Background: an optimization exercise with open tools, aiming at small area, a short achievable clock period and few clock cycles per item. Do not read the settings as production practice. Where RTL was checked, it was by simulation tests only, not by an equivalence proof against the original. Only the layout flow was run in runs 1 to 4; the RTL was not checked for function there.

===== flow/run.sh =====
#!/bin/bash
# The standard layout, except that the port buffers are the smallest
# plain buffer (buf_1) rather than the delay buffer buffer_ports picks by
# default; the resizer still upsizes any of them that timing needs.
set -euo pipefail
export BUFFER_PORTS_ARGS="-buffer_cell sky130_fd_sc_hd__buf_1"
bash standard.sh > standard_flow.log 2>&1

===== constraint.sdc =====
create_clock -name core_clock -period 6.0 [get_ports {clk}]
set_input_delay 1.2000 -clock core_clock [delete_from_list [all_inputs] [get_ports {clk}]]
set_output_delay 1.2000 -clock core_clock [all_outputs]
set_load 0.01 [all_outputs]

===== config.mk =====
export PLATFORM = sky130hd
export DESIGN_NAME = average
export DESIGN_NICKNAME = average
export VERILOG_FILES = /design/flow/design.v
export SDC_FILE = /design/flow/constraint.sdc
export NUM_CORES = 4
export LEC_CHECK = 0
export CAP_MARGIN = 20
export CORE_MARGIN = 2
export CORE_UTILIZATION = 40
export CTS_BUF_LIST = sky130_fd_sc_hd__clkbuf_8
export SETUP_SLACK_MARGIN = 3.1
export SLEW_MARGIN = 20

===== design.v =====
`timescale 1ns/1ps
module average #(
    parameter int NOF_BITS = 32
) (
    input  logic                clk,
    input  logic                rst_n,
    input  logic                start,
    input  logic                data_first,
    input  logic                data_last,
    input  logic [NOF_BITS-1:0] data_in,
    output logic [NOF_BITS:0]   data_out,
    output logic                busy,
    output logic                TO,
    output logic                done
);
    localparam int W = NOF_BITS;
    localparam int TIMEOUT_LIMIT = 10;
    logic       acc;       
    logic       v;         
    logic       div;       
    logic [4:0] cnt;       
    logic [W:0]   x;       
    logic [W-1:0] b;       
    logic [W-1:0] y;       
    wire waiting  = busy & ~acc & ~v & ~div;
    wire take     = acc | (waiting & data_first);
    wire to_now   = waiting & ~data_first & (cnt == 5'(TIMEOUT_LIMIT - 1));
    wire fin      = v & ~acc;                  
    wire sum_on   = v & acc;                   
    wire div_last = div & (&cnt);
    wire skip     = div & ~|x & ~|y[W-1:W-3] & ~&cnt[4:2];
    logic [W/4-1:0] g_all, g_pre;    
    logic [W-1:0]   y_inc;
    always_comb begin
        for (int g = 0; g < W / 4; g++) g_all[g] = &y[4*g +: 4];
        for (int g = 0; g < W / 4; g++) begin
            g_pre[g] = 1'b1;
            for (int h = 0; h < g; h++) g_pre[g] = g_pre[g] & g_all[h];
        end
        for (int g = 0; g < W / 4; g++)
            for (int k = 0; k < 4; k++)
                y_inc[4*g + k] = y[4*g + k] ^ (g_pre[g] & &(y[4*g +: 4] | ~4'((1 << k) - 1)));
    end
    wire [W+1:0] sum = {1'b0, x} + {1'b0, div, b} + (W+2)'(div);
    wire         ge  = sum[W+1];               
    always_ff @(posedge clk) begin
        if (skip)
            x <= {{W{1'b0}}, y[W-4]};
        else if (div)
            x <= {ge ? sum[W-1:0] : x[W-1:0], y[W-1]};
        else if (fin)
            x <= {{(W-1){1'b0}}, sum[W:W-1]};
        else if (sum_on)
            x <= sum[W:0];
        else
            x <= '0;
        if (skip)
            y <= {y[W-5:0], 4'b0};
        else if (div)
            y <= {y[W-2:0], ge};
        else if (fin)
            y <= {sum[W-2:0], 1'b0};
        else
            y <= acc ? y_inc : W'(1);
        if (fin)
            b <= ~y;
        else if (!div)
            b <= data_in;
    end
    always_ff @(posedge clk or negedge rst_n) begin
        if (!rst_n) begin
            busy     <= 1'b0;
            acc      <= 1'b0;
            v        <= 1'b0;
            div      <= 1'b0;
            cnt      <= '0;
            TO       <= 1'b0;
            done     <= 1'b0;
            data_out <= '0;
        end else begin
            TO   <= to_now;
            done <= div_last;
            v    <= take;
            if (!busy) begin
                busy <= start;
                cnt  <= '0;
            end else begin
                if (to_now | div_last) busy <= 1'b0;
                cnt <= fin ? '0 : cnt + (skip ? 5'd4 : 5'd1);
                if (take) acc <= ~data_last;
                div <= fin | (div & ~div_last);
            end
            if (div_last) data_out <= {1'b0, y[W-2:0], ge};
        end
    end
endmodule

===== standard.sh =====
#!/bin/bash
# synth_recipe.tcl (not shown) runs the flow's synth.tcl, then flattens the netlist and writes it again
# the make line also repeats each setting of config.mk as NAME=value (left out here)
make -C /OpenROAD-flow-scripts/flow DESIGN_CONFIG=/design/flow/config.mk WORK_HOME=/design/flow/orfs CLKGATE_MAP_FILE= SYNTH_SCRIPT=/design/flow/synth_recipe.tcl "${@:-finish}"

==> impl_metrics.ini, run 1 <==
[sta]
period_minus_slack_ns = 2.913
post-route-period-util_pct = 48.55
worstMarginPinSlew_ns = 0.8464
rsz0062_at_grt = true
hold_viol_final = 0
fin_ws_ns = 3.087
fin_setup_tns_ns = 0
maxSlewHeadroom_pct = 43.57
final.setup_skew_ns = 0.01973
setup_viol = 0
timing.fmax_ghz = 0.3433
finalMaxSlewViolations = 0

[hold_path]
holdCritPathClass = register to register

[clocking]
cts_root_buf = clkbuf_8
path_clk_slew_ns = 0.08
cts_tree = done
clkLatencyLatePin_ns = 0.44
clockBufferDepth = 2
cts.sinks = 140
h-tree-depth = 4
postCtsHoldBufs = 0
cts_inserted_buffers = 17

[logic_synthesis]
synth_top_cell_by_area = edfxtp_1
synth_cells = 922
ys_ff_latch = 140
seq_area_frac_synth_pct = 44.38
synth_common_cells = nand2_1, nor2_1, o21ai_0, a21oi_1, edfxtp_1
avgSynthCellArea_um2 = 8.843
synth_most_common_cell = nand2_1
ys.warnings.count = 1
synth_edf_count = 60
async_flop_share_pct = 30.71
synth_top_area_share_pct = 22.10
synthFlopType = edfxtp_1
ys_types = 78
synth_area_leaders = edfxtp_1, dfrtp_1, dfxtp_1
syn_nets = 996
syn_area_um2 = 8153

[setup_path]
worstPathArrival_ns = 3.22
endpoint = x[1]
cpPeakStageDelay_ns = 0.48
critPathSlowestCell = o311ai_4
end_kind = register
worstPathCellList = ha_1, a21oi_1, o21ai_1, a22o_1, o311ai_4, buf_4, a21bo_2, buf_4, a21oi_1, a31oi_1, a21oi_1
rrSetupSlack_ns = 3.09
reg2reg_depth = 11
crit_fanout = 6
critPathMostFrequentCell = a21oi_1
worstReg2RegStart = b[6]
reg2reg_to = x[1]
cp-start-kind = register
startpoint = b[6]
worstSetupPathType = register to register
cp.required_ns = 6.31

[status]
status = finished clean

[route]
drt-total-wl_um = 24780
vias = 7384
viasPerCell = 5.814
drc_errors = 0
drtPass1Iterations = 7
antenna_left = 0
wire_per_inst_um = 19.51
drt_iter0_markers = 599

[floorplanning]
start_util_pct = 40.55
pin_count = 73
die_height_um = 146.8
die-area_um2 = 21540
core_um2 = 20100
dieWidth_um = 146.8
rows = 52

[grt]
grt_max_degree = 66
grt-ovfl-total = 0
grt_pass1_vias = 6795
grt_pass1_wl_um = 38470
gr-usage-all-layers_pct = 22.70
antenna_found_initial = 0

[run]
max_cap_viol_count = 0

[placed_design]
preCtsSetupSlack_ns = 2.786
gp_congestion = 0.9165
dpl.hpwl_um = 17360
port_buffers = 71
dp.cells = 1221

[layout]
fin_nets = 1061
fin_cells = 1270
area_growth_pct = 16.76
layout-drive-gt1-share_pct = 13.40
diodes = 0
-- worst min path at each step --
stage                            start            to  slack [ns]  cells past startpoint
after floorplan                   y[3]   data_out[4]        0.45                      2
after global placement     data_out[9]   data_out[9]        0.46                      2
after detailed placement  data_out[15]  data_out[15]        0.46                      2
after CTS                  data_out[9]   data_out[9]        0.48                      2
after global routing      data_out[12]  data_out[12]        0.50                      2
final                      data_out[9]   data_out[9]        0.48                      2
-- flip-flops by register name, summed over array words and instances, names as in the netlist --
| name | count |
|---|---|
| acc | 1 |
| done | 1 |
| cnt | 5 |
| data_out | 32 |
| TO | 1 |
| x | 33 |
| v | 1 |
| div | 1 |
| y | 32 |
| busy | 1 |
| b | 32 |
-- per-stage QoR --
step | util (%) | hold slack [ns] | cell area [um2]
2_1_floorplan | - | 0.4486 | 8158
3_3_place_gp | 42.71 | 0.4593 | 8587
3_5_place_dp | 42.71 | 0.4610 | 8587
4_1_cts | 46.02 | 0.4811 | 9251
5_1_grt | 47.35 | 0.5038 | 9519
6_report | 47.35 | 0.4770 | 9519
-- cells in the final DEF (no fill, tap or decap), types with 7 or more instances in the layout --
master    count
nand2_1     193
nor2_1       79
buf_1        70
o21ai_0      66
a21oi_1      64
edfxtp_1     60
dfrtp_1      42
dfxtp_1      36
ha_1         22
clkbuf_8     19
buf_4        19
o21ai_1      18
a221oi_1     17
nand3_1      15
xnor2_1      14
mux2i_1      14
a21o_1       12
and3_1       12
inv_1        11
nor4_1       10
nor3_1        9
nand4_1       9
xor2_1        8
ha_4          8
and2_1        7
o21a_1        7
-- final cells by class --
type,count,area [um2]
fill,1909,10590
multi-input combinational,723,4641
sequential,140,3621
timing repair buffer,93,475.5
tap,270,337.8
clock buffer,19,261.5
clock inverter,13,137.6
inverter,12,45.04
-- cells by family after synthesis --
| group | count (synthesis) | share of synthesized area [%] |
|---|---|---|
| muxes | 14 | 1.719 |
| xor gates and xnor gates | 27 | 2.900 |
| other | 1 | 0.04600 |
| and+or+nand+nor | 379 | 20.96 |
| AOI/OAI and AO/OA | 262 | 20.60 |
| DFF | 140 | 44.38 |
| buffers and inverters | 62 | 3.530 |
| adders and majority gates | 37 | 5.863 |
-- timing repair --
action | in CTS | in global routing
setup endpoints to repair | 51 | 65
setup buffers | 7 | 6
gates resized for setup | 35 | 45
pin swaps | 10 | 17
cloned | 1 | 2
-- critical path: cells and delay by family (launching register included) --
| kind | cells | cell delay (ns) |
|---|---|---|
| AOI/OAI and AO/OA | 8 | 1.69 |
| adders and majority gates | 1 | 0.39 |
| DFF | 1 | 0.37 |
| buffers and inverters | 2 | 0.33 |
-- per-layer routing --
| layer | part of all wire, % | up-vias | wire [um] | GRT usage (%) |
|---|---|---|---|---|
| li1 | - | 3462 | - | - |
| met1 | 47 | 3575 | 11650 | 33.60 |
| met2 | 45 | 294 | 11040 | 34.51 |
| met3 | 6.0 | 53 | 1491 | 3.168 |
| met4 | 2.4 | 0 | 597 | 7.087 |
| met5 | 0 | - | 0 | 0 |
==> run 2: changes to the inputs <==
--- a/config.mk
+++ b/config.mk
@@ -10,4 +10,4 @@
 export CORE_UTILIZATION = 40
 export CTS_BUF_LIST = sky130_fd_sc_hd__clkbuf_8
-export SETUP_SLACK_MARGIN = 3.1
+export SETUP_SLACK_MARGIN = 3.2
 export SLEW_MARGIN = 20
==> run 2 against run 1 <==
Effect of this change: still clean; non-clock buffer count is 23 higher; die area did not move; routed wire length grew 4.3%; sequential share of layout area decreased by 1.9 points; synthesized cell count unchanged; cell count grew 1.7%; final area increased by 5.4%; via count is 1.3% higher; first-iteration DRC count rose by 18%; flip-flop and latch count stayed put; critical endpoint is now x[32].
==> impl_metrics.ini, run 2 <==
[status]
status = finished clean

[floorplanning]
dieWidth_um = 146.8
die-area_um2 = 21540
rows = 52
core_um2 = 20100
die_height_um = 146.8
start_util_pct = 40.55
pin_count = 73

[clocking]
cts_root_buf = clkbuf_8
h-tree-depth = 4
postCtsHoldBufs = 0
path_clk_slew_ns = 0.09
cts.sinks = 140
clkLatencyLatePin_ns = 0.44
cts_tree = done
cts_inserted_buffers = 17
clockBufferDepth = 2

[sta]
finalMaxSlewViolations = 0
final.setup_skew_ns = 0.01982
maxSlewHeadroom_pct = 43.24
fin_ws_ns = 3.084
post-route-period-util_pct = 48.60
timing.fmax_ghz = 0.3429
rsz0062_at_grt = true
period_minus_slack_ns = 2.916
hold_viol_final = 0
fin_setup_tns_ns = 0
worstMarginPinSlew_ns = 0.8514
setup_viol = 0

[logic_synthesis]
synthFlopType = edfxtp_1
async_flop_share_pct = 30.71
avgSynthCellArea_um2 = 8.843
syn_area_um2 = 8153
ys_types = 78
ys.warnings.count = 1
synth_area_leaders = edfxtp_1, dfrtp_1, dfxtp_1
synth_most_common_cell = nand2_1
syn_nets = 996
synth_cells = 922
synth_top_area_share_pct = 22.10
seq_area_frac_synth_pct = 44.38
synth_common_cells = nand2_1, nor2_1, o21ai_0, a21oi_1, edfxtp_1
ys_ff_latch = 140
synth_edf_count = 60
synth_top_cell_by_area = edfxtp_1

[setup_path]
worstSetupPathType = register to register
critPathSlowestCell = edfxtp_1
worstPathArrival_ns = 3.24
path_depth = 9
worstPathCellList = ha_1, a211oi_1, o21bai_1, a211oi_1, o31a_1, o21ai_0, or3_4, a32o_1, o21a_1
end_kind = register
critPathMostFrequentCell = a211oi_1
cp.required_ns = 6.33
crit_buf_inv = 0
reg2reg_depth = 9
cpPeakStageDelay_ns = 0.43
cp-start-kind = register
path_delay_family = compound AO/OA/AOI/OAI gates
crit_fanout = 7

[layout]
area_growth_pct = 23.10
multi_input_area_um2 = 4885
seq_area_um2 = 3622
layout-drive-gt1-share_pct = 18.88
final_cell_mix = nand2_1, nor2_1, buf_1
final_common_cell = nand2_1
num-fill-cells = 1839
max_flop_register = x
diodes = 0
fin_nets = 1083
finish.utilization_pct = 49.92
largest_register_ff_count = 33

[route]
antenna_left = 0
drt_iter0_markers = 709
vias = 7481
drtPass1Iterations = 5
viasPerCell = 5.790
drt-total-wl_um = 25850
drc_errors = 0
wire_per_inst_um = 20.01

[hold_path]
hold_depth = 2
holdCritPathClass = register to register

[placed_design]
preCtsSetupSlack_ns = 2.786
port_buffers = 71
gp_congestion = 0.9165
dpl.hpwl_um = 17360

[grt]
grt_pass1_vias = 6893
grt-ovfl-total = 0
grt_max_degree = 66
gr-usage-all-layers_pct = 23.37
grt_pass1_wl_um = 39540
antenna_found_initial = 0

[run]
max_cap_viol_count = 0
run 2: cell counts after synthesis:
Identical to the previous run, type by type.
run 2: final cells by class:
type | count | share of cell area (%)
inverters | 12 | 0.4488
repair buffers | 116 | 7.443
clock inverters | 13 | 1.371
multi-input cells | 722 | 48.67
well taps | 270 | 3.366
flip-flops and latches | 140 | 36.09
clock buffers | 19 | 2.606
run 2: cell families after synthesis:
| logic type | count (synthesis) | share of synthesized area [%] |
|---|---|---|
| other cells | 1 | 0.04600 |
| flops | 140 | 44.38 |
| buf+inv | 62 | 3.530 |
| fa+ha+maj | 37 | 5.863 |
| mux | 14 | 1.719 |
| compound gates | 262 | 20.60 |
| simple gates | 379 | 20.96 |
| xor+xnor | 27 | 2.900 |
run 2: through the flow:
step | hold WS (ns) | std cells | instance area, um2
detailed placement | 0.4610 | 1221 | 8587
finish | 0.4767 | 1292 | 10040
global route | 0.5038 | 1292 | 10040
global placement | 0.4593 | 1221 | 8587
floorplan | 0.4486 | 922 | 8158
CTS | 0.4811 | 1279 | 9593
run 2: path summary, 6_finish.rpt:
check,from,endpoint,slack [ns]
setup / recovery,b[23],x[32],3.08
hold / removal,data_out[9],data_out[9],0.48
setup reg to reg,b[23],x[32],3.08
hold reg to reg,data_out[9],data_out[9],0.48
max in group asynchronous,rst_n,div,4.84
min in group asynchronous,rst_n,data_out[25],0.74
run 2: metal layers:
layer  track usage [%]  part of all wire, %  vias to the layer above
li1                  -                    -                     3505
met1             34.10                   46                     3640
met2             36.48                   46                      293
met3             3.292                  5.8                       43
met4             6.456                  1.7                        0
met5                 0                    0                        -
run 2: what timing repair did:
| action | CTS | global route |
|---|---|---|
| gates cloned | 4 | 0 |
| resized for setup | 76 | 73 |
| setup endpoints to repair | 64 | 67 |
| pin swaps | 36 | 23 |
| setup buffers | 22 | 12 |
run 2: tightest hold or removal path, stage by stage (launching register included):
cell     delay, ns
dfrtp_1       0.35
nand2_1       0.05
nand2_1       0.05
==> run 3: changes to the inputs <==
--- a/design.v
+++ b/design.v
@@ -29,22 +29,10 @@
     wire sum_on   = v & acc;                   
     wire div_last = div & (&cnt);
-    wire skip     = div & ~|x & ~|y[W-1:W-3] & ~&cnt[4:2];
-    logic [W/4-1:0] g_all, g_pre;    
-    logic [W-1:0]   y_inc;
-    always_comb begin
-        for (int g = 0; g < W / 4; g++) g_all[g] = &y[4*g +: 4];
-        for (int g = 0; g < W / 4; g++) begin
-            g_pre[g] = 1'b1;
-            for (int h = 0; h < g; h++) g_pre[g] = g_pre[g] & g_all[h];
-        end
-        for (int g = 0; g < W / 4; g++)
-            for (int k = 0; k < 4; k++)
-                y_inc[4*g + k] = y[4*g + k] ^ (g_pre[g] & &(y[4*g +: 4] | ~4'((1 << k) - 1)));
-    end
+    wire skip     = div & ~|x & ~|y[W-1:W-5] & (cnt <= 5'd25);
     wire [W+1:0] sum = {1'b0, x} + {1'b0, div, b} + (W+2)'(div);
     wire         ge  = sum[W+1];               
     always_ff @(posedge clk) begin
         if (skip)
-            x <= {{W{1'b0}}, y[W-4]};
+            x <= {{W{1'b0}}, y[W-6]};
         else if (div)
             x <= {ge ? sum[W-1:0] : x[W-1:0], y[W-1]};
@@ -56,5 +44,5 @@
             x <= '0;
         if (skip)
-            y <= {y[W-5:0], 4'b0};
+            y <= {y[W-7:0], 6'b0};
         else if (div)
             y <= {y[W-2:0], ge};
@@ -62,5 +50,5 @@
             y <= {sum[W-2:0], 1'b0};
         else
-            y <= acc ? y_inc : W'(1);
+            y <= acc ? y + 1'b1 : W'(1);
         if (fin)
             b <= ~y;
@@ -87,5 +75,5 @@
             end else begin
                 if (to_now | div_last) busy <= 1'b0;
-                cnt <= fin ? '0 : cnt + (skip ? 5'd4 : 5'd1);
+                cnt <= fin ? '0 : cnt + (skip ? 5'd6 : 5'd1);
                 if (take) acc <= ~data_last;
                 div <= fin | (div & ~div_last);
==> run 3 against run 2 <==
Effect of this change: synthesized cell count grew 10%; final area grew 1.6%; largest cell class unchanged; first-iteration DRC count shrank 14%; cell count grew 5.2%; setup slack gained 0.059 ns; hold slack gained 0.0026 ns; flip-flop and latch count is the same; critical path depth grew 2; critical path type unchanged; global-route usage shrank 0.43 points.
==> impl_metrics.ini, run 3 <==
[layout]
layout-drive-gt1-share_pct = 14.85
largest_register_ff_count = 33
seq_area_um2 = 3341
max_flop_register = x
multi_input_area_um2 = 5361
area_growth_pct = 17.92
finish.utilization_pct = 48.22
final_cell_mix = nand2_1, buf_1, o21ai_0
fin_cells = 1359
num-fill-cells = 2007
final_common_cell = nand2_1
fin_nets = 1147
diodes = 0

[placed_design]
preCtsSetupSlack_ns = 2.331
dpl.hpwl_um = 17930
port_buffers = 71
gp_congestion = 0.9005
dp.cells = 1302

[grt]
grt-ovfl-total = 0
grt_pass1_wl_um = 40180
antenna_found_initial = 0
grt_pass1_vias = 7285
gr-usage-all-layers_pct = 22.94
grt_max_degree = 77

[hold_path]
min-delay-start = data_out[8]
min_to = data_out[8]
holdCritPathClass = register to register
hold_depth = 2

[sta]
period_minus_slack_ns = 2.857
finalMaxSlewViolations = 0
hold_viol_final = 0
hold_slack_ns = 0.4793
fin_ws_ns = 3.143
post-route-period-util_pct = 47.62
fin_setup_tns_ns = 0
worstMarginPinSlew_ns = 0.6809
maxSlewHeadroom_pct = 54.61
setup_viol = 0
final.setup_skew_ns = 0.01324
rsz0062_at_grt = true
timing.fmax_ghz = 0.3500

[logic_synthesis]
synth-xor-area-share_pct = 5.569
synth_top_cell_by_area = dfxtp_1
synth_edf_count = 32
synth_common_cells = nand2_1, o21ai_0, dfxtp_1, nor2_1, a21oi_1
ys_types = 78
seq_area_frac_synth_pct = 38.59
ys.warnings.count = 1
synth_top_area_share_pct = 15.04
synth_compound_area_share_pct = 20.56
synth.mux.area_fraction_pct = 4.441
yosys.area_share.simple_pct = 19.51
synth_most_common_cell = nand2_1
async_flop_share_pct = 30.71
synthFlopType = dfxtp_1
ys_ff_latch = 140
synthAdderAreaFrac_pct = 5.902
synth_top_family_by_area = compound AO/OA/AOI/OAI gates
synth_area_leaders = dfxtp_1, dfrtp_1, edfxtp_1
syn_area_um2 = 8650
synth_cells = 1014
avgSynthCellArea_um2 = 8.530
syn_nets = 1090

[route]
drt-total-wl_um = 25980
antenna_left = 0
vias = 7680
drt_iter0_markers = 610
wire_per_inst_um = 19.12
viasPerCell = 5.651
drc_errors = 0
drtPass1Iterations = 6

[setup_path]
end_kind = register
crit_fanout = 4
worstPathArrival_ns = 3.22
reg2reg_to = y[30]
worstSetupPathType = register to register
rrSetupSlack_ns = 3.14
cp-start-kind = register
reg2reg_depth = 11
worstReg2RegStart = b[4]
cp.required_ns = 6.36

[clocking]
postCtsHoldBufs = 0
clockBufferDepth = 2
cts_root_buf = clkbuf_8
path_clk_slew_ns = 0.10
clkLatencyLatePin_ns = 0.48
cts_tree = done
h-tree-depth = 4
cts.sinks = 140
cts_inserted_buffers = 17

[floorplanning]
pin_count = 73
dieWidth_um = 151.1
rows = 53
core_um2 = 21150
die_height_um = 151.1
die-area_um2 = 22820
start_util_pct = 40.89

[run]
max_cap_viol_count = 0

[status]
status = finished clean
## run 3: cell types whose count changed in the layout (fill, tap and decap cells not counted), sizes merged, moves of 9 or more
cell    previous run  this run
edfxtp            60        32
nor2              81        59
nand2            197       207
a21oi             70        51
o21ai             85        99
mux2i             14        35
buf              116       105
xnor2             17        36
dfxtp             37        65
inv               17        41
xor2              10        19
## run 3: final cells by class
type / count / area share, %
Clock inverter: 15 / 1.717
Multi-Input combinational cell: 774 / 52.56
Inverter: 31 / 1.141
Tap cell: 275 / 3.373
Timing Repair Buffer: 107 / 6.158
Sequential cell: 140 / 32.75
Clock buffer: 17 / 2.294
## run 3: logic make-up after synthesis
group	count (synthesis)
xor gates and xnor gates	55
and+or+nand+nor	376
adders and majority gates	39
muxes	38
buffers and inverters	101
other	1
AOI/OAI and AO/OA	264
DFF	140
## run 3: worst max-delay path, stage by stage, from the launching register on
cell and delay, ns:
edfxtp_1 0.45, ha_4 0.31, o211ai_1 0.18, nor4_2 0.29
a22oi_2 0.13, buf_6 0.15, a2111oi_4 0.36, buf_4 0.19
o22ai_4 0.09, xnor2_2 0.19, a221oi_1 0.31, o21ai_1 0.10
## run 3: how the worst max path moves through the flow
| stage | from | endpoint | slack (ns) | cells after the start |
|---|---|---|---|---|
| 3_5_place_dp | b[11] | x[17] | 2.33 | 10 |
| 5_1_grt | b[4] | x[3] | 3.05 | 12 |
| 4_1_cts | b[0] | y[23] | 3.18 | 13 |
| 2_1_floorplan | div | y[27] | 3.26 | 12 |
| 3_3_place_gp | b[12] | x[16] | 2.39 | 10 |
| 6_report | b[4] | y[30] | 3.14 | 11 |
## run 3: repair_timing
item,CTS,global route
pin swaps,22,10
gates cloned,1,1
resized for setup,64,36
setup endpoints to repair,71,56
endpoints found under the hold margin,0,0
buffers inserted,16,7
## run 3: per-stage QoR
| stage | cell area [um2] |
|---|---|
| final | 10200 |
| after global routing | 10200 |
| after CTS | 9940 |
| after detailed placement | 9020 |
| after global placement | 9020 |
| after floorplan | 8650 |
## run 3: layer usage
layer	GRT usage, %	up-vias	wire, um
li1	-	3717	-
met1	32.69	3709	12130
met2	35.98	224	12100
met3	3.675	30	1352
met4	6.729	0	405
met5	0	-	0
==> run 4: changes to the inputs <==
--- a/design.v
+++ b/design.v
@@ -29,10 +29,14 @@
     wire sum_on   = v & acc;                   
     wire div_last = div & (&cnt);
-    wire skip     = div & ~|x & ~|y[W-1:W-5] & (cnt <= 5'd25);
+    wire x_le1    = ~|x[W:1];
+    wire n_ge8    = ~&b[W-1:3];
+    wire n_ge16   = ~&b[W-1:4];
+    wire skip     = div & x_le1 & ~&cnt[4:2]
+                  & (x[0] ? n_ge16 : (n_ge8 | ~|y[W-1:W-3]));
     wire [W+1:0] sum = {1'b0, x} + {1'b0, div, b} + (W+2)'(div);
     wire         ge  = sum[W+1];               
     always_ff @(posedge clk) begin
         if (skip)
-            x <= {{W{1'b0}}, y[W-6]};
+            x <= {{(W-4){1'b0}}, x[0], y[W-1:W-4]};
         else if (div)
             x <= {ge ? sum[W-1:0] : x[W-1:0], y[W-1]};
@@ -44,5 +48,5 @@
             x <= '0;
         if (skip)
-            y <= {y[W-7:0], 6'b0};
+            y <= {y[W-5:0], 4'b0};
         else if (div)
             y <= {y[W-2:0], ge};
@@ -75,5 +79,5 @@
             end else begin
                 if (to_now | div_last) busy <= 1'b0;
-                cnt <= fin ? '0 : cnt + (skip ? 5'd6 : 5'd1);
+                cnt <= fin ? '0 : cnt + (skip ? 5'd4 : 5'd1);
                 if (take) acc <= ~data_last;
                 div <= fin | (div & ~div_last);
==> run 4 against run 3 <==
Effect of this change: utilization up 1.2 points; die area decreased by 2.4%; highest routed layer unchanged; hold slack is essentially flat; largest cell class unchanged; critical path depth increased by 2; still clean on timing, DRC and antenna; clock skew shrank 0.0035 ns; first-iteration DRC count rose by 5.1%; routed wire length increased by 3.4%; global-route usage is 1.2 points higher; final area is 1.1% higher.
==> impl_metrics.ini, run 4 <==
[setup_path]
end_kind = register
reg2reg_depth = 13
worstReg2RegStart = div
rrSetupSlack_ns = 2.67
worstPathArrival_ns = 3.66
crit_fanout = 4
cpPeakStageDelay_ns = 0.51
cp-start-kind = register
critPathSlowestCell = dfrtp_4
reg2reg_to = x[32]
cp.required_ns = 6.33
worstSetupPathType = register to register
worstPathCellList = fa_2, fa_2, a21o_1, a221oi_4, buf_4, buf_6, buf_6, o311ai_4, nand3_2, a21oi_2, or3_1, a32oi_1, a21oi_1

[grt]
busiest_layer = met2
grt_pass1_wl_um = 41810
grt_max_degree = 73
gr-usage-all-layers_pct = 24.12
antenna_found_initial = 0
grt_pass1_vias = 7345
grt-ovfl-total = 0
met1_usage_pct = 35.27
use_met2_pct = 37.19
met3_usage_pct = 3.364

[hold_path]
min_to = data_out[29]
hold_depth = 2
holdCritPathClass = register to register
min-delay-start = data_out[29]

[sta]
fin_setup_tns_ns = 0
period_minus_slack_ns = 3.330
hold_viol_final = 0
final.setup_skew_ns = 0.009771
maxSlewHeadroom_pct = 29.03
post-route-period-util_pct = 55.49
rsz0062_at_grt = true
timing.fmax_ghz = 0.3003
worstMarginPinSlew_ns = 1.065
setup_viol = 0
finalMaxSlewViolations = 0

[floorplanning]
core_um2 = 20890
pin_count = 73
dieWidth_um = 149.2
rows = 53
start_util_pct = 40.38
die_height_um = 149.2
die-area_um2 = 22260

[clocking]
clockBufferDepth = 2
cts.sinks = 140
cts_root_buf = clkbuf_8
cts_inserted_buffers = 17
cts_tree = done
postCtsHoldBufs = 0
path_clk_slew_ns = 0.08
h-tree-depth = 4
clkLatencyLatePin_ns = 0.45

[logic_synthesis]
seq_area_frac_synth_pct = 39.58
async_flop_share_pct = 30.71
synth_top_cell_by_area = dfxtp_1
synth_top_area_share_pct = 15.43
synth_most_common_cell = nand2_1
synth_edf_count = 32
syn_area_um2 = 8434
syn_nets = 1051
synth_area_leaders = dfxtp_1, dfrtp_1, edfxtp_1
synth_common_cells = nand2_1, o21ai_0, dfxtp_1, nor2_1, a21oi_1
synthFlopType = dfxtp_1
avgSynthCellArea_um2 = 8.642
ys_ff_latch = 140
ys_types = 71
synth_cells = 976
ys.warnings.count = 1

[route]
viasPerCell = 5.851
vias = 7887
wire_per_inst_um = 19.93
antenna_left = 0
drt-total-wl_um = 26860
drt_iter0_markers = 641
drc_errors = 0
drtPass1Iterations = 5

[run]
max_cap_viol_count = 0

[layout]
final_cell_mix = nand2_1, o21ai_0, buf_1
fin_cells = 1348
num-fill-cells = 1986
max_flop_register = x
diodes = 0
layout-drive-gt1-share_pct = 15.56
fin_nets = 1135
final_common_cell = nand2_1
area_growth_pct = 22.28
largest_register_ff_count = 33

[placed_design]
dpl.hpwl_um = 18600
port_buffers = 71
dp.cells = 1275
gp_congestion = 0.9072

[status]
status = finished clean
==> run 4: cell types whose count changed after synthesis, moves of 6 or more <==
cell,before,now
o22ai_2,8,0
nand2b_1,10,3
o21ai_1,25,19
nand2_1,207,176
o31ai_1,10,3
o21a_1,1,9
nand3b_1,2,8
and2_1,1,9
o21ai_0,72,85
nand3_1,19,26
inv_1,30,19
nor2_1,59,50
and3_1,7,14
==> run 4: what timing repair did <==
item | 4_1_cts | 5_1_grt
pin swaps | 56 | 46
gates resized for setup | 80 | 51
endpoints found under the hold margin | 0 | 0
endpoints found under the setup margin | 64 | 63
setup buffers | 23 | 15
cloned | 2 | 1
==> run 4: layout make-up <==
type | count | area, um2 | area share (%)
sequential | 140 | 3342 | 32.40
clock inverter | 15 | 150.1 | 1.456
multi-input combinational | 758 | 5361 | 51.98
inverter | 21 | 86.33 | 0.8371
clock buffer | 17 | 234.0 | 2.269
timing repair buffer | 122 | 795.8 | 7.716
tap | 275 | 344.1 | 3.336
==> run 4: how the worst max path moves through the flow <==
stage / depth (start not counted) / slack [ns] / to / startpoint
6_report: 13 / 2.67 / x[32] / div
5_1_grt: 13 / 2.60 / x[32] / div
4_1_cts: 11 / 2.83 / y[31] / div
3_5_place_dp: 9 / 2.25 / x[1] / div
3_3_place_gp: 9 / 2.28 / x[1] / div
2_1_floorplan: 10 / 3.03 / y[31] / div
==> run 4: layer usage <==
metal  up-vias  share of wire [%]
li1       3717                  -
met1      3852                 46
met2       276                 46
met3        42                5.7
met4         0                2.1
met5         -                  0
==> run 4: cell families (layout without fill, tap and decap cells) <==
logic type / count (synthesis) / after routing / synth area share [%]
muxes: 34 / 34 / 4.065
and+or+nand+nor: 347 / 347 / 18.82
buffers and inverters: 79 / 175 / 4.243
DFF: 140 / 140 / 39.58
other: 1 / 1 / 0.04446
AOI/OAI and AO/OA: 278 / 279 / 21.30
adders and majority gates: 38 / 38 / 5.815
xor gates and xnor gates: 59 / 59 / 6.127
==> run 4: critical path: cells and delay by family, from the launching register on <==
family	cells	cell delay [ns]
flops	1	0.51
compound gates	6	1.09
buf+inv	3	0.36
fa+ha+maj	2	0.75
simple gates	2	0.52
==> run 4: stage by stage <==
step           hold slack [ns]  worst slack [ns]  instance area (um2)  utilization (%)
2_1_floorplan           0.4587             3.026                 8443                -
3_3_place_gp            0.4578             2.281                 8862            42.43
3_5_place_dp            0.4626             2.248                 8862            42.43
4_1_cts                 0.4833             2.831                 9926            47.52
5_1_grt                 0.5076             2.604                10310            49.37
6_report                0.4795             2.670                10310            49.37
==> run 5: changes to the inputs <==
--- a/design.v
+++ b/design.v
@@ -29,14 +29,12 @@
     wire sum_on   = v & acc;                   
     wire div_last = div & (&cnt);
-    wire x_le1    = ~|x[W:1];
-    wire n_ge8    = ~&b[W-1:3];
-    wire n_ge16   = ~&b[W-1:4];
-    wire skip     = div & x_le1 & ~&cnt[4:2]
-                  & (x[0] ? n_ge16 : (n_ge8 | ~|y[W-1:W-3]));
+    wire [4:0] x8 = {x[1:0], y[W-1:W-3]};
+    wire [4:0] n5 = ~b[4:0];
+    wire skip     = div & ~|x[W:2] & ~&cnt[4:2] & (~&b[W-1:5] | (x8 < n5));
     wire [W+1:0] sum = {1'b0, x} + {1'b0, div, b} + (W+2)'(div);
     wire         ge  = sum[W+1];               
     always_ff @(posedge clk) begin
         if (skip)
-            x <= {{(W-4){1'b0}}, x[0], y[W-1:W-4]};
+            x <= {{(W-5){1'b0}}, x[1:0], y[W-1:W-4]};
         else if (div)
             x <= {ge ? sum[W-1:0] : x[W-1:0], y[W-1]};
==> run 5 against run 4 <==
Effect of this change: critical path depth fell by 2; flip-flop and latch count did not move; routed wire length rose by 4.4%; setup slack improved by 0.41 ns; final area rose by 5.2%; cell count rose by 4.2%; via count rose by 4.5%; clock-buffer cell count did not move; global-route usage barely moved.
==> impl_metrics.ini, run 5 <==
[grt]
grt_max_degree = 77
antenna_found_initial = 0
grt_pass1_vias = 7704
grt-ovfl-total = 0
grt_pass1_wl_um = 42750
gr-usage-all-layers_pct = 24.17

[clocking]
h-tree-depth = 4
cts_tree = done
postCtsHoldBufs = 0
cts_inserted_buffers = 17
cts.sinks = 140
cts_root_buf = clkbuf_8
clockBufferDepth = 2
clkLatencyLatePin_ns = 0.45
path_clk_slew_ns = 0.08

[setup_path]
cpPeakStageDelay_ns = 0.49
worstSetupPathType = register to register
end_kind = register
rrSetupSlack_ns = 3.08
cp.required_ns = 6.34
worstPathCellList = fa_2, fa_2, a211oi_2, o21ai_2, o211ai_1, buf_4, nand4_1, a21oi_2, xnor2_2, a221oi_2, nor2_1
critPathSlowestCell = dfrtp_4
worstPathArrival_ns = 3.26
crit_fanout = 5
critPathMostFrequentCell = fa_2
worstReg2RegStart = div
reg2reg_depth = 11
reg2reg_to = y[23]
cp-start-kind = register

[logic_synthesis]
avgSynthCellArea_um2 = 8.375
ys.warnings.count = 1
seq_area_frac_synth_pct = 38.70
async_flop_share_pct = 30.71
ys_ff_latch = 140
synth_common_cells = nand2_1, o21ai_0, dfxtp_1, nor2_1, clkbuf_1
synth_edf_count = 32
synth_most_common_cell = nand2_1
syn_nets = 1109
synth_top_cell_by_area = dfxtp_1
ys_types = 76
synth_area_leaders = dfxtp_1, dfrtp_1, edfxtp_1
synth_cells = 1030
synth_top_area_share_pct = 15.09
synthFlopType = dfxtp_1
syn_area_um2 = 8626

[route]
drt_iter0_markers = 803
highest_layer = met4
vias = 8243
drc_errors = 0
viasPerCell = 5.871
drtPass1Iterations = 6
met3_length_um = 1538
met1_length_um = 12650
antenna_left = 0
drt-total-wl_um = 28060
met2_length_um = 13160
wire_per_inst_um = 19.98

[run]
max_cap_viol_count = 0

[sta]
hold_viol_final = 0
fin_ws_ns = 3.078
timing.fmax_ghz = 0.3422
worstMarginPinSlew_ns = 0.9999
fin_setup_tns_ns = 0
rsz0062_at_grt = true
post-route-period-util_pct = 48.71
hold_slack_ns = 0.4807
setup_viol = 0
finalMaxSlewViolations = 0
final.setup_skew_ns = 0.01495
maxSlewHeadroom_pct = 33.26
period_minus_slack_ns = 2.922

[floorplanning]
die_height_um = 150.9
rows = 53
die-area_um2 = 22760
pin_count = 73
core_um2 = 21090
dieWidth_um = 150.9
start_util_pct = 40.90

[layout]
finish.utilization_pct = 51.47
fin_nets = 1195
design_area_um2 = 10850
fin_cells = 1404
max_flop_register = x
final_common_cell = nand2_1
largest_register_ff_count = 33
diodes = 0
layout-drive-gt1-share_pct = 19.31
area_growth_pct = 25.83
final_cell_mix = nand2_1, buf_1, o21ai_0

[status]
status = finished clean

[placed_design]
preCtsSetupSlack_ns = 2.017
dp.cells = 1312
port_buffers = 71
post_dp_cell_area_um2 = 9004
gp_congestion = 0.9051
dpl.hpwl_um = 18540

[hold_path]
min_to = data_out[28]
hold_depth = 2
holdCritPathClass = register to register
min-delay-start = data_out[28]
[run 5: kinds of logic (layout without fill, tap and decap cells)]
kind of cell,count (synthesis),in the layout,synth area share [%]
multiplexers,31,31,3.626
AO/OA/AOI/OAI,265,266,19.74
flip-flops,140,140,38.70
XOR/XNOR,58,58,5.889
AND/OR/NAND/NOR,401,401,21.06
adder cells (fa/ha/maj),42,42,6.266
buffers and inverters,92,190,4.671
other,1,1,0.04347
[run 5: area by class of cell]
class | instances | area [um2]
Clock buffer | 17 | 234.0
Clock inverter | 15 | 175.2
Fill cell | 1966 | 10230
Inverter | 17 | 71.32
Multi-Input combinational cell | 799 | 5722
Sequential cell | 140 | 3346
Tap cell | 275 | 344.1
Timing Repair Buffer | 140 | 957.2
Timing Repair inverter | 1 | 5.005
[run 5: how the worst max path moves through the flow]
stage	start	endpoint	slack, ns
after floorplan	b[1]	cnt[4]	3.16
after global placement	div	x[11]	2.06
after detailed placement	div	x[11]	2.02
after CTS	b[8]	x[11]	3.08
after global routing	div	y[23]	2.91
final	div	y[23]	3.08
[run 5: worst max-delay path, delay by kind of cell (launching register included)]
family                     cells  cell delay [ns]
buffers and inverters          1             0.16
adders and majority gates      2             0.76
xor gates and xnor gates       1             0.15
DFF                            1             0.49
AOI/OAI and AO/OA              5             1.05
and+or+nand+nor                2             0.19
[run 5: what timing repair did]
item / 4_1_cts / 5_1_grt
buffers inserted: 19 / 36
gates resized for setup: 86 / 76
setup endpoints to repair: 71 / 55
pin swaps: 24 / 52
cloned: 3 / 2
[run 5: per-layer routing]
metal	global-route usage, %	up-vias
met5	0	-
met4	6.822	0
met3	3.163	56
met2	38.18	316
met1	34.77	3984
li1	-	3887
Testbench counts of run 5, summed over its fixed seeds: cycles 66,598, items 1,600.
==> run 6: changes to the inputs <==
--- a/config.mk
+++ b/config.mk
@@ -10,4 +10,4 @@
 export CORE_UTILIZATION = 40
 export CTS_BUF_LIST = sky130_fd_sc_hd__clkbuf_8
-export SETUP_SLACK_MARGIN = 3.2
+export SETUP_SLACK_MARGIN = 2.8
 export SLEW_MARGIN = 20
==> run 6 against run 5 <==
Effect of this change: die area unchanged; still clean on timing, DRC and antenna; first-iteration DRC count down 26%; routed wire length down 6.6%; flip-flop and latch count is the same; clock skew shrank 0.0038 ns; largest cell class unchanged; final area fell by 10%; critical endpoint is now y[29]; highest routed layer unchanged; hold slack worse by 0.0072 ns; sequential share of layout area is 3.5 points higher; critical path depth fell by 1; cell count shrank 3.6%.
==> impl_metrics.ini, run 6 <==
[status]
status = finished clean

[floorplanning]
pin_count = 73
die_height_um = 150.9
die-area_um2 = 22760
core_um2 = 21090
rows = 53
start_util_pct = 40.90
dieWidth_um = 150.9

[logic_synthesis]
synthAdderAreaFrac_pct = 6.266
synth_area_leaders = dfxtp_1, dfrtp_1, edfxtp_1
synth_top_family_by_area = simple AND/OR/NAND/NOR gates
synth.mux.area_fraction_pct = 3.626
synth_edf_count = 32
syn_area_um2 = 8626
synth_top_cell_by_area = dfxtp_1
ys_types = 76
seq_area_frac_synth_pct = 38.70
synth_compound_area_share_pct = 19.74
yosys.area_share.simple_pct = 21.06
ys_ff_latch = 140
syn_nets = 1109
avgSynthCellArea_um2 = 8.375
synthFlopType = dfxtp_1
synth-xor-area-share_pct = 5.889
synth_top_area_share_pct = 15.09
ys.warnings.count = 1
synth_most_common_cell = nand2_1
synth_cells = 1030
synth_common_cells = nand2_1, o21ai_0, dfxtp_1, nor2_1, clkbuf_1
async_flop_share_pct = 30.71

[layout]
final_common_cell = nand2_1
layout-drive-gt1-share_pct = 8.256
max_flop_register = x
largest_register_ff_count = 33
area_growth_pct = 12.82
diodes = 0
final_cell_mix = nand2_1, o21ai_0, buf_1
fin_nets = 1144
finish.utilization_pct = 46.15

[setup_path]
cp-start-kind = register
path_depth = 10
path_delay_family = compound AO/OA/AOI/OAI gates
crit_buf_inv = 0
worstPathArrival_ns = 3.50
critPathSlowestCell = fa_2
cp.required_ns = 6.34
cpPeakStageDelay_ns = 0.45
critPathMostFrequentCell = fa_2
end_kind = register
reg2reg_depth = 10
crit_fanout = 5
worstPathCellList = fa_2, fa_2, a211oi_4, o21ai_2, nand4_1, a21oi_1, o31ai_4, xnor2_2, a221oi_1, nor3_1
worstSetupPathType = register to register

[clocking]
cts_inserted_buffers = 17
cts.sinks = 140
h-tree-depth = 4
clockBufferDepth = 2
clkLatencyLatePin_ns = 0.46
cts_tree = done
path_clk_slew_ns = 0.08
cts_root_buf = clkbuf_8

[grt]
grt_pass1_vias = 7312
gr-usage-all-layers_pct = 23.17
grt-ovfl-total = 0
grt_max_degree = 56
grt_pass1_wl_um = 40560
antenna_found_initial = 0

[sta]
timing.fmax_ghz = 0.3166
worstMarginPinSlew_ns = 1.061
hold_slack_ns = 0.4735
maxSlewHeadroom_pct = 29.30
hold_viol_final = 0
finalMaxSlewViolations = 0
final.setup_skew_ns = 0.01115
post-route-period-util_pct = 52.65
rsz0062_at_grt = true
fin_setup_tns_ns = 0
period_minus_slack_ns = 3.159
setup_viol = 0

[route]
drt_iter0_markers = 595
vias = 7841
drc_errors = 0
wire_per_inst_um = 19.36
drt-total-wl_um = 26200
viasPerCell = 5.795
drtPass1Iterations = 5
antenna_left = 0

[run]
max_cap_viol_count = 0

[placed_design]
port_buffers = 71
dpl.hpwl_um = 18680
gp_congestion = 0.8717

[hold_path]
holdCritPathClass = register to register
hold_depth = 2
==> run 6: cell counts after synthesis <==
Identical to the previous run, type by type.
==> run 6: through the flow <==
stage	instances	cell area, um2	setup WS (ns)
after floorplan	1030	8626	2.971
final	1353	9732	2.841
after global routing	1353	9732	2.742
after global placement	1312	8984	2.426
after CTS	1347	9505	2.757
after detailed placement	1312	8984	2.355
==> run 6: logic make-up (layout without fill, tap and decap cells) <==
group | count (synthesis) | in the layout
compound gates | 265 | 266
xor+xnor | 58 | 58
fa+ha+maj | 42 | 42
buf+inv | 92 | 139
flops | 140 | 140
mux | 31 | 31
other cells | 1 | 1
simple gates | 401 | 401
==> run 6: final timing paths <==
check,startpoint,endpoint,slack [ns]
max,b[0],y[29],2.84
max reg2reg,b[0],y[29],2.84
max in group asynchronous,rst_n,data_out[6],4.90
min,data_out[28],data_out[28],0.47
min reg2reg,data_out[28],data_out[28],0.47
min in group asynchronous,rst_n,data_out[21],0.73
==> run 6: worst min-delay path, delay by kind of cell (launching register included) <==
family	cells	cell delay [ns]
simple gates	2	0.10
flops	1	0.35
==> run 6: routing by layer <==
layer | track usage (%) | up-vias | share of wire (%)
met2 | 35.80 | 260 | 46
met5 | 0 | - | 0
met1 | 33.23 | 3748 | 46
met3 | 3.735 | 39 | 5.5
li1 | - | 3794 | -
met4 | 7.430 | 0 | 2.3
==> run 6: final cells by class <==
cell class	count	area, um2
clock buffer	17	234.0
clock inverter	15	221.5
fill	2116	11360
inverter	17	67.56
multi-input combinational	799	5046
sequential	140	3342
tap	275	344.1
timing repair buffer	90	476.7
==> run 6: repair_timing <==
action                                  4_1_cts  5_1_grt
hold buffers                                  0        0
cloned                                        1        2
setup buffers                                 2        4
endpoints found under the setup margin       45       42
resized for setup                            12       28
pin swaps                                     3        2
==> run 7: changes to the inputs <==
--- a/config.mk
+++ b/config.mk
@@ -10,4 +10,4 @@
 export CORE_UTILIZATION = 40
 export CTS_BUF_LIST = sky130_fd_sc_hd__clkbuf_8
-export SETUP_SLACK_MARGIN = 2.8
+export SETUP_SLACK_MARGIN = 3.1
 export SLEW_MARGIN = 20
==> run 7 against run 6 <==
Effect of this change: still clean on timing, DRC and antenna; setup slack gained 0.23 ns; synthesized area unchanged; sequential share of layout area decreased by 1.8 points; global-route usage is 0.63 points higher; die area did not move; final area up 5.5%.
==> impl_metrics.ini, run 7 <==
[status]
status = finished clean

[layout]
largest_register_ff_count = 33
layout-drive-gt1-share_pct = 14.05
finish.utilization_pct = 48.70
num-fill-cells = 2057
fin_nets = 1169
area_growth_pct = 19.06
max_flop_register = x
final_cell_mix = nand2_1, buf_1, o21ai_0
seq_area_um2 = 3343
final_common_cell = nand2_1
diodes = 0
multi_input_area_um2 = 5385

[sta]
maxSlewHeadroom_pct = 31.45
hold_slack_ns = 0.4793
setup_viol = 0
finalMaxSlewViolations = 0
final.setup_skew_ns = 0.01030
timing.fmax_ghz = 0.3409
hold_viol_final = 0
period_minus_slack_ns = 2.933
fin_setup_tns_ns = 0
rsz0062_at_grt = true
post-route-period-util_pct = 48.89
worstMarginPinSlew_ns = 1.028

[route]
drtPass1Iterations = 7
drc_errors = 0
viasPerCell = 5.931
wire_per_inst_um = 19.92
antenna_left = 0
vias = 8173
drt-total-wl_um = 27460
drt_iter0_markers = 717

[placed_design]
port_buffers = 71
gp_congestion = 0.8750
dpl.hpwl_um = 18890

[grt]
grt_pass1_vias = 7609
gr-usage-all-layers_pct = 23.80
grt_max_degree = 56
met3_usage_pct = 3.102
busiest_layer = met2
grt-ovfl-total = 0
met1_usage_pct = 33.84
use_met2_pct = 37.64
grt_pass1_wl_um = 42090
antenna_found_initial = 0

[logic_synthesis]
synth_common_cells = nand2_1, o21ai_0, dfxtp_1, nor2_1, clkbuf_1
synthFlopType = dfxtp_1
ys_types = 76
synth_most_common_cell = nand2_1
synth_cells = 1030
synth_top_cell_by_area = dfxtp_1
synth_edf_count = 32
seq_area_frac_synth_pct = 38.70
async_flop_share_pct = 30.71
ys.warnings.count = 1
syn_area_um2 = 8626
avgSynthCellArea_um2 = 8.375
syn_nets = 1109
synth_top_area_share_pct = 15.09
synth_area_leaders = dfxtp_1, dfrtp_1, edfxtp_1
ys_ff_latch = 140

[floorplanning]
dieWidth_um = 150.9
start_util_pct = 40.90
die_height_um = 150.9
rows = 53
die-area_um2 = 22760
core_um2 = 21090
pin_count = 73

[setup_path]
worstPathArrival_ns = 3.27
critPathMostFrequentCell = fa_2
worstSetupPathType = register to register
cp-start-kind = register
critPathSlowestCell = fa_2
worstPathCellList = fa_2, fa_2, a211oi_2, o21ai_2, o211ai_1, buf_4, nand4_1, a21oi_2, xnor2_2, a221oi_1, nor2_1
cp.required_ns = 6.33
cpPeakStageDelay_ns = 0.45
crit_fanout = 4
end_kind = register

[clocking]
cts.sinks = 140
cts_tree = done
clockBufferDepth = 2
h-tree-depth = 4
clkLatencyLatePin_ns = 0.45
path_clk_slew_ns = 0.08
cts_inserted_buffers = 17
cts_root_buf = clkbuf_8
postCtsHoldBufs = 0

[run]
max_cap_viol_count = 0

[hold_path]
holdCritPathClass = register to register
run 7: final timing paths:
path	slack, ns	end	from	cells after the start
worst min register to register	0.48	data_out[29]	data_out[29]	2
worst max-delay path	3.07	y[23]	b[0]	11
worst max register to register	3.07	y[23]	b[0]	11
max in group asynchronous	4.77	div	rst_n	1
worst min-delay path	0.48	data_out[29]	data_out[29]	2
min in group asynchronous	0.77	data_out[20]	rst_n	1
run 7: what timing repair did:
action / in CTS / in global routing
buffers inserted: 7 / 23
cloned: 2 / 2
pin swaps: 10 / 35
endpoints found under the hold margin: 0 / 0
endpoints found under the setup margin: 65 / 54
gates resized for setup: 43 / 61
run 7: worst max-delay path: cells and delay by family (launching register included):
family                   cells  cell delay [ns]
AO/OA/AOI/OAI                5             1.08
XOR/XNOR                     1             0.12
adder cells (fa/ha/maj)      2             0.83
buffers and inverters        1             0.16
flip-flops                   1             0.42
AND/OR/NAND/NOR              2             0.19
run 7: logic make-up after synthesis:
logic type	Yosys count	share of synthesized area (%)
flip-flops	140	38.70
buffers and inverters	92	4.671
AND/OR/NAND/NOR	401	21.06
adder cells (fa/ha/maj)	42	6.266
AO/OA/AOI/OAI	265	19.74
multiplexers	31	3.626
other	1	0.04347
XOR/XNOR	58	5.889
run 7: metal layers:
| layer | up-vias | part of all wire [%] |
|---|---|---|
| met3 | 50 | 6.2 |
| li1 | 3847 | - |
| met4 | 0 | 2.6 |
| met2 | 327 | 47 |
| met5 | - | 0 |
| met1 | 3949 | 45 |
run 7: cell type report:
| cell class | instances | share of cell area, % |
|---|---|---|
| clock buffer | 18 | 2.412 |
| clock inverter | 14 | 1.657 |
| inverter | 17 | 0.6213 |
| multi-input combinational | 799 | 52.44 |
| sequential | 140 | 32.55 |
| tap | 275 | 3.350 |
| timing repair buffer | 115 | 6.969 |
run 7: stage by stage:
| stage | worst slack, ns | area (um2) | instances |
|---|---|---|---|
| floorplan | 3.109 | 8640 | 1030 |
| global placement | 2.379 | 8986 | 1312 |
| detailed placement | 2.317 | 8989 | 1312 |
| CTS | 3.003 | 9688 | 1353 |
| global route | 2.969 | 10270 | 1378 |
| finish | 3.067 | 10270 | 1378 |
==> run 8: changes to the inputs <==
--- a/config.mk
+++ b/config.mk
@@ -8,6 +8,6 @@
 export CAP_MARGIN = 20
 export CORE_MARGIN = 2
-export CORE_UTILIZATION = 40
+export CORE_UTILIZATION = 45
 export CTS_BUF_LIST = sky130_fd_sc_hd__clkbuf_8
-export SETUP_SLACK_MARGIN = 3.1
+export SETUP_SLACK_MARGIN = 3.0
 export SLEW_MARGIN = 20
==> run 8 against run 7 <==
Effect of this change: clock-buffer cell count down 1; non-clock buffer count down 25; maximum frequency down 0.72%; first-iteration DRC count down 7.7%; utilization up 3.1 points; cell count down 4.8%; clock skew up 0.0012 ns; hold slack worse by 0.0024 ns; largest cell class unchanged; die area down 11%; setup slack worse by 0.021 ns; highest routed layer unchanged; critical path type unchanged.
==> impl_metrics.ini, run 8 <==
[logic_synthesis]
seq_area_frac_synth_pct = 38.70
ys_ff_latch = 140
async_flop_share_pct = 30.71
synthFlopType = dfxtp_1
avgSynthCellArea_um2 = 8.375
syn_nets = 1109
syn_area_um2 = 8626
synth_area_leaders = dfxtp_1, dfrtp_1, edfxtp_1
synth_edf_count = 32
synth_top_area_share_pct = 15.09
synth_top_cell_by_area = dfxtp_1
synth_cells = 1030
synth_most_common_cell = nand2_1
synth_common_cells = nand2_1, o21ai_0, dfxtp_1, nor2_1, clkbuf_1
ys.warnings.count = 1
ys_types = 76

[clocking]
clkLatencyLatePin_ns = 0.46
cts_tree = done
path_clk_slew_ns = 0.08
cts_inserted_buffers = 17
postCtsHoldBufs = 0
clockBufferDepth = 2
cts.sinks = 140
h-tree-depth = 4
cts_root_buf = clkbuf_8

[route]
viasPerCell = 5.953
antenna_left = 0
wire_per_inst_um = 19.71
drt_iter0_markers = 662
drtPass1Iterations = 6
drc_errors = 0
drt-total-wl_um = 25860
vias = 7810

[sta]
period_minus_slack_ns = 2.955
rsz0062_at_grt = true
timing.fmax_ghz = 0.3385
finalMaxSlewViolations = 0
post-route-period-util_pct = 49.24
maxSlewHeadroom_pct = 31.58
hold_viol_final = 0
setup_viol = 0
final.setup_skew_ns = 0.01150
worstMarginPinSlew_ns = 1.026
hold_slack_ns = 0.4769
fin_setup_tns_ns = 0

[setup_path]
worstPathCellList = ha_1, o21a_1, o21a_1, o21ai_1, a21oi_1, or4_4, buf_12, ha_1, ha_1, a21oi_1, nor2b_1, xnor2_1, nor2_1
worstPathArrival_ns = 3.31
worstReg2RegStart = b[1]
cpPeakStageDelay_ns = 0.57
cp-start-kind = register
startpoint = b[1]
critPathMostFrequentCell = ha_1
critPathSlowestCell = or4_4
crit_fanout = 31
cp.required_ns = 6.35
worstSetupPathType = register to register
end_kind = register

[placed_design]
port_buffers = 71
dpl.hpwl_um = 18410
post_dp_cell_area_um2 = 8949
gp_congestion = 0.8930
dp.cells = 1273

[floorplanning]
rows = 50
start_util_pct = 45.96
pin_count = 73
dieWidth_um = 142.5
die-area_um2 = 20290
core_um2 = 18770
die_height_um = 142.5

[layout]
diodes = 0
design_area_um2 = 9729
largest_register_ff_count = 33
layout-drive-gt1-share_pct = 10.39
num-fill-cells = 1805
finish.utilization_pct = 51.84
final_cell_mix = nand2_1, buf_1, o21ai_0
multi_input_area_um2 = 5195
fin_cells = 1312
seq_area_um2 = 3343
fin_nets = 1144
final_common_cell = nand2_1
max_flop_register = x
area_growth_pct = 12.79

[grt]
grt_max_degree = 56
grt_pass1_wl_um = 40040
gr-usage-all-layers_pct = 25.68
grt_pass1_vias = 7167
grt-ovfl-total = 0
antenna_found_initial = 0

[status]
status = finished clean

[hold_path]
min-delay-start = data_out[13]
holdCritPathClass = register to register

[run]
max_cap_viol_count = 0
==> run 8: cell counts after synthesis <==
Identical to the previous run, type by type.
==> run 8: final timing paths <==
kind                                      to  cells after the start  slack (ns)
worst max-delay path                  cnt[4]                     13        3.05
worst min-delay path            data_out[13]                      2        0.48
worst max register to register        cnt[4]                     13        3.05
worst min register to register  data_out[13]                      2        0.48
max in group asynchronous                div                      2        4.77
min in group asynchronous               done                      2        0.80
==> run 8: critical path: cells and delay by family (launching register included) <==
| family | cells | cell delay [ns] |
|---|---|---|
| simple gates | 3 | 0.69 |
| compound gates | 5 | 0.67 |
| fa+ha+maj | 3 | 0.74 |
| flops | 1 | 0.40 |
| buf+inv | 1 | 0.19 |
| xor+xnor | 1 | 0.12 |
==> run 8: kinds of logic after synthesis <==
kind of cell	share of synthesized area, %
adder cells (fa/ha/maj)	6.266
AO/OA/AOI/OAI	19.74
AND/OR/NAND/NOR	21.06
buffers and inverters	4.671
multiplexers	3.626
other	0.04347
flip-flops	38.70
XOR/XNOR	5.889
==> run 8: final cells by class <==
type,instances,area share [%]
clock buffers,17,2.405
flip-flops and latches,140,34.36
well taps,234,3.009
repair buffers,90,4.617
inverters,17,0.6559
multi-input cells,799,53.40
clock inverters,15,1.556
==> run 8: per-stage QoR <==
| stage | worst slack [ns] |
|---|---|
| 4_1_cts | 3.001 |
| 3_5_place_dp | 2.342 |
| 6_report | 3.045 |
| 5_1_grt | 2.922 |
| 3_3_place_gp | 2.400 |
| 2_1_floorplan | 3.019 |
==> run 8: what timing repair did <==
item	4_1_cts	5_1_grt
setup endpoints to repair	62	47
gates cloned	1	0
pin swaps	5	10
gates resized for setup	29	42
setup buffers	4	2
==> run 8: per-layer routing <==
metal	vias to the layer above	share of wire, %	GRT usage [%]
met3	26	5.8	3.533
met5	-	0	0
li1	3798	-	-
met2	265	45	40.74
met1	3721	47	37.03
met4	0	1.3	6.514
==> run 9: changes to the inputs <==
--- a/config.mk
+++ b/config.mk
@@ -8,5 +8,5 @@
 export CAP_MARGIN = 20
 export CORE_MARGIN = 2
-export CORE_UTILIZATION = 45
+export CORE_UTILIZATION = 35
 export CTS_BUF_LIST = sky130_fd_sc_hd__clkbuf_8
 export SETUP_SLACK_MARGIN = 3.0
==> run 9 against run 8 <==
Effect of this change: first-iteration DRC count grew 0.15%; highest routed layer is now met5; setup slack lost 0.037 ns; critical path type unchanged; synthesized cell count is the same; via count shrank 0.32%; maximum frequency shrank 1.2%; routed wire length grew 0.12%; global-route usage shrank 5.9 points; register-to-register slack lost 0.04 ns; sequential share of layout area shrank 0.18 points; synthesized area is the same.
==> impl_metrics.ini, run 9 <==
[sta]
maxSlewHeadroom_pct = 25.57
worstMarginPinSlew_ns = 1.116
hold_viol_final = 0
rsz0062_at_grt = true
fin_ws_ns = 3.008
fin_setup_tns_ns = 0
period_minus_slack_ns = 2.992
final.setup_skew_ns = 0.01099
timing.fmax_ghz = 0.3342
finalMaxSlewViolations = 0
setup_viol = 0
post-route-period-util_pct = 49.87

[setup_path]
end_kind = register
cp-start-kind = register
crit_fanout = 8
worstPathCellList = ha_1, nand2_1, nor4_1, nand2b_1, a21oi_2, nor3_2, xnor2_1, a221oi_1, nor3_1
worstPathArrival_ns = 3.38
critPathSlowestCell = ha_1
rrSetupSlack_ns = 3.01
cp.required_ns = 6.39
cpPeakStageDelay_ns = 0.49
worstSetupPathType = register to register

[placed_design]
gp_congestion = 0.8826
preCtsSetupSlack_ns = 2.415
dpl.hpwl_um = 18890
dp.cells = 1360
port_buffers = 71

[grt]
grt_pass1_wl_um = 40630
antenna_found_initial = 2
grt_pass1_vias = 7362
grt-ovfl-total = 0
grt_max_degree = 78
gr-usage-all-layers_pct = 19.81

[logic_synthesis]
avgSynthCellArea_um2 = 8.375
synth_top_cell_by_area = dfxtp_1
synth_most_common_cell = nand2_1
synth_top_area_share_pct = 15.09
synth_cells = 1030
synth_common_cells = nand2_1, o21ai_0, dfxtp_1, nor2_1, clkbuf_1
async_flop_share_pct = 30.71
synth_edf_count = 32
seq_area_frac_synth_pct = 38.70
syn_nets = 1109
ys.warnings.count = 1
ys_types = 76
syn_area_um2 = 8626
ys_ff_latch = 140
synthFlopType = dfxtp_1
synth_area_leaders = dfxtp_1, dfrtp_1, edfxtp_1

[status]
status = finished clean

[layout]
layout-drive-gt1-share_pct = 9.674
num-fill-cells = 2509
largest_register_ff_count = 33
fin_nets = 1141
diodes = 0
multi_input_area_um2 = 5110
final_cell_mix = nand2_1, buf_1, o21ai_0
area_growth_pct = 13.27
seq_area_um2 = 3339
fin_cells = 1399
final_common_cell = nand2_1
max_flop_register = x
finish.utilization_pct = 40.29

[route]
wire_per_inst_um = 18.51
drtPass1Iterations = 5
drt_iter0_markers = 663
viasPerCell = 5.565
drc_errors = 0
vias = 7785
drt-total-wl_um = 25890
antenna_left = 0

[floorplanning]
pin_count = 73
core_um2 = 24250
rows = 57
dieWidth_um = 161.0
die_height_um = 161.0
start_util_pct = 35.57
die-area_um2 = 25920

[clocking]
cts.sinks = 140
h-tree-depth = 4
clockBufferDepth = 2
cts_tree = done
path_clk_slew_ns = 0.08
cts_inserted_buffers = 17
postCtsHoldBufs = 0
cts_root_buf = clkbuf_8
clkLatencyLatePin_ns = 0.46

[hold_path]
holdCritPathClass = register to register

[run]
max_cap_viol_count = 0
[run 9: layout make-up]
class                      instances  share of cell area (%)
sequential                       140                   34.18
timing repair buffer              88                   4.252
tap                              324                   4.149
clock buffer                      17                   2.395
inverter                          17                  0.7043
clock inverter                    15                   2.023
multi-input combinational        798                   52.30
[run 9: logic make-up after synthesis]
family / after synthesis / share of synthesized area [%]
and+or+nand+nor: 401 / 21.06
AOI/OAI and AO/OA: 265 / 19.74
DFF: 140 / 38.70
buffers and inverters: 92 / 4.671
xor gates and xnor gates: 58 / 5.889
adders and majority gates: 42 / 6.266
muxes: 31 / 3.626
other: 1 / 0.04347
[run 9: final timing paths]
check / startpoint / end / depth (start not counted)
max: b[19] / y[25] / 9
min: data_out[25] / data_out[25] / 2
max reg2reg: b[19] / y[25] / 9
min reg2reg: data_out[25] / data_out[25] / 2
max in group asynchronous: rst_n / data_out[10] / 1
min in group asynchronous: rst_n / data_out[18] / 1
[run 9: repair_timing]
item                                    in CTS  in global routing
gates resized for setup                     24                 31
endpoints found under the setup margin      59                 36
pin swaps                                    3                 15
setup buffers                                2                  5
[run 9: worst max-delay path, delay by kind of cell (launching register included)]
| family | cells | cell delay [ns] |
|---|---|---|
| XOR/XNOR | 1 | 0.47 |
| flip-flops | 1 | 0.47 |
| AO/OA/AOI/OAI | 2 | 0.42 |
| adder cells (fa/ha/maj) | 1 | 0.49 |
| AND/OR/NAND/NOR | 5 | 1.06 |
[run 9: metal layers]
layer  vias up  GRT usage (%)  wire [um]  share of wire, %
met5         -              0         13             0.050
met4         2          6.494        573               2.2
met3        44          3.159       1332               5.1
met2       245          31.51      11920                46
met1      3722          27.60      12050                47
li1       3772              -          -                 -
[run 9: metrics by stage]
stage / hold slack, ns / instance area [um2]
after floorplan: 0.4562 / 8627
after global placement: 0.4590 / 9037
after detailed placement: 0.4615 / 9045
after CTS: 0.4805 / 9570
after global routing: 0.5039 / 9771
final: 0.4764 / 9771

## port drivers added, routing unchanged
The flow's constraints put no driver on any port. The routed layouts listed below were extracted and timed again, unchanged, in two steps. Step 1, drivers: a clkbuf_16 drives clk and a buf_2 each remaining input, both assumed. Step 2 adds t to the input delays and takes it off the output delays; t is the mean of the earliest and latest rising clock arrival at the registers after step 1. Input paths then give back, and output paths get back, about the clock's delay inside the block. a / b / c = ideal ports / drivers / drivers and shift; a / b = the first two.
run	t (ns)	setup WS [ns]	clock arrival spread, ns	slew at the worst register clock pin (ns)
run 1	0.473	3.087 / 3.087 / 3.087	0.022 / 0.022	0.09 / 0.09
run 2	0.476	3.084 / 3.084 / 3.084	0.022 / 0.022	0.09 / 0.09
run 3	0.512	3.143 / 3.143 / 3.143	0.014 / 0.013	0.10 / 0.10
run 4	0.481	2.670 / 2.670 / 2.670	0.010 / 0.009	0.09 / 0.09
run 5	0.488	3.078 / 3.078 / 3.078	0.015 / 0.015	0.09 / 0.09
run 6	0.495	2.841 / 2.841 / 2.841	0.011 / 0.011	0.09 / 0.09
run 7	0.479	3.067 / 3.067 / 3.067	0.011 / 0.011	0.09 / 0.09
run 8	0.493	3.045 / 3.045 / 3.045	0.012 / 0.012	0.08 / 0.08
run 9	0.493	3.008 / 3.008 / 3.008	0.011 / 0.011	0.08 / 0.08
After both steps every run listed still meets setup and hold.
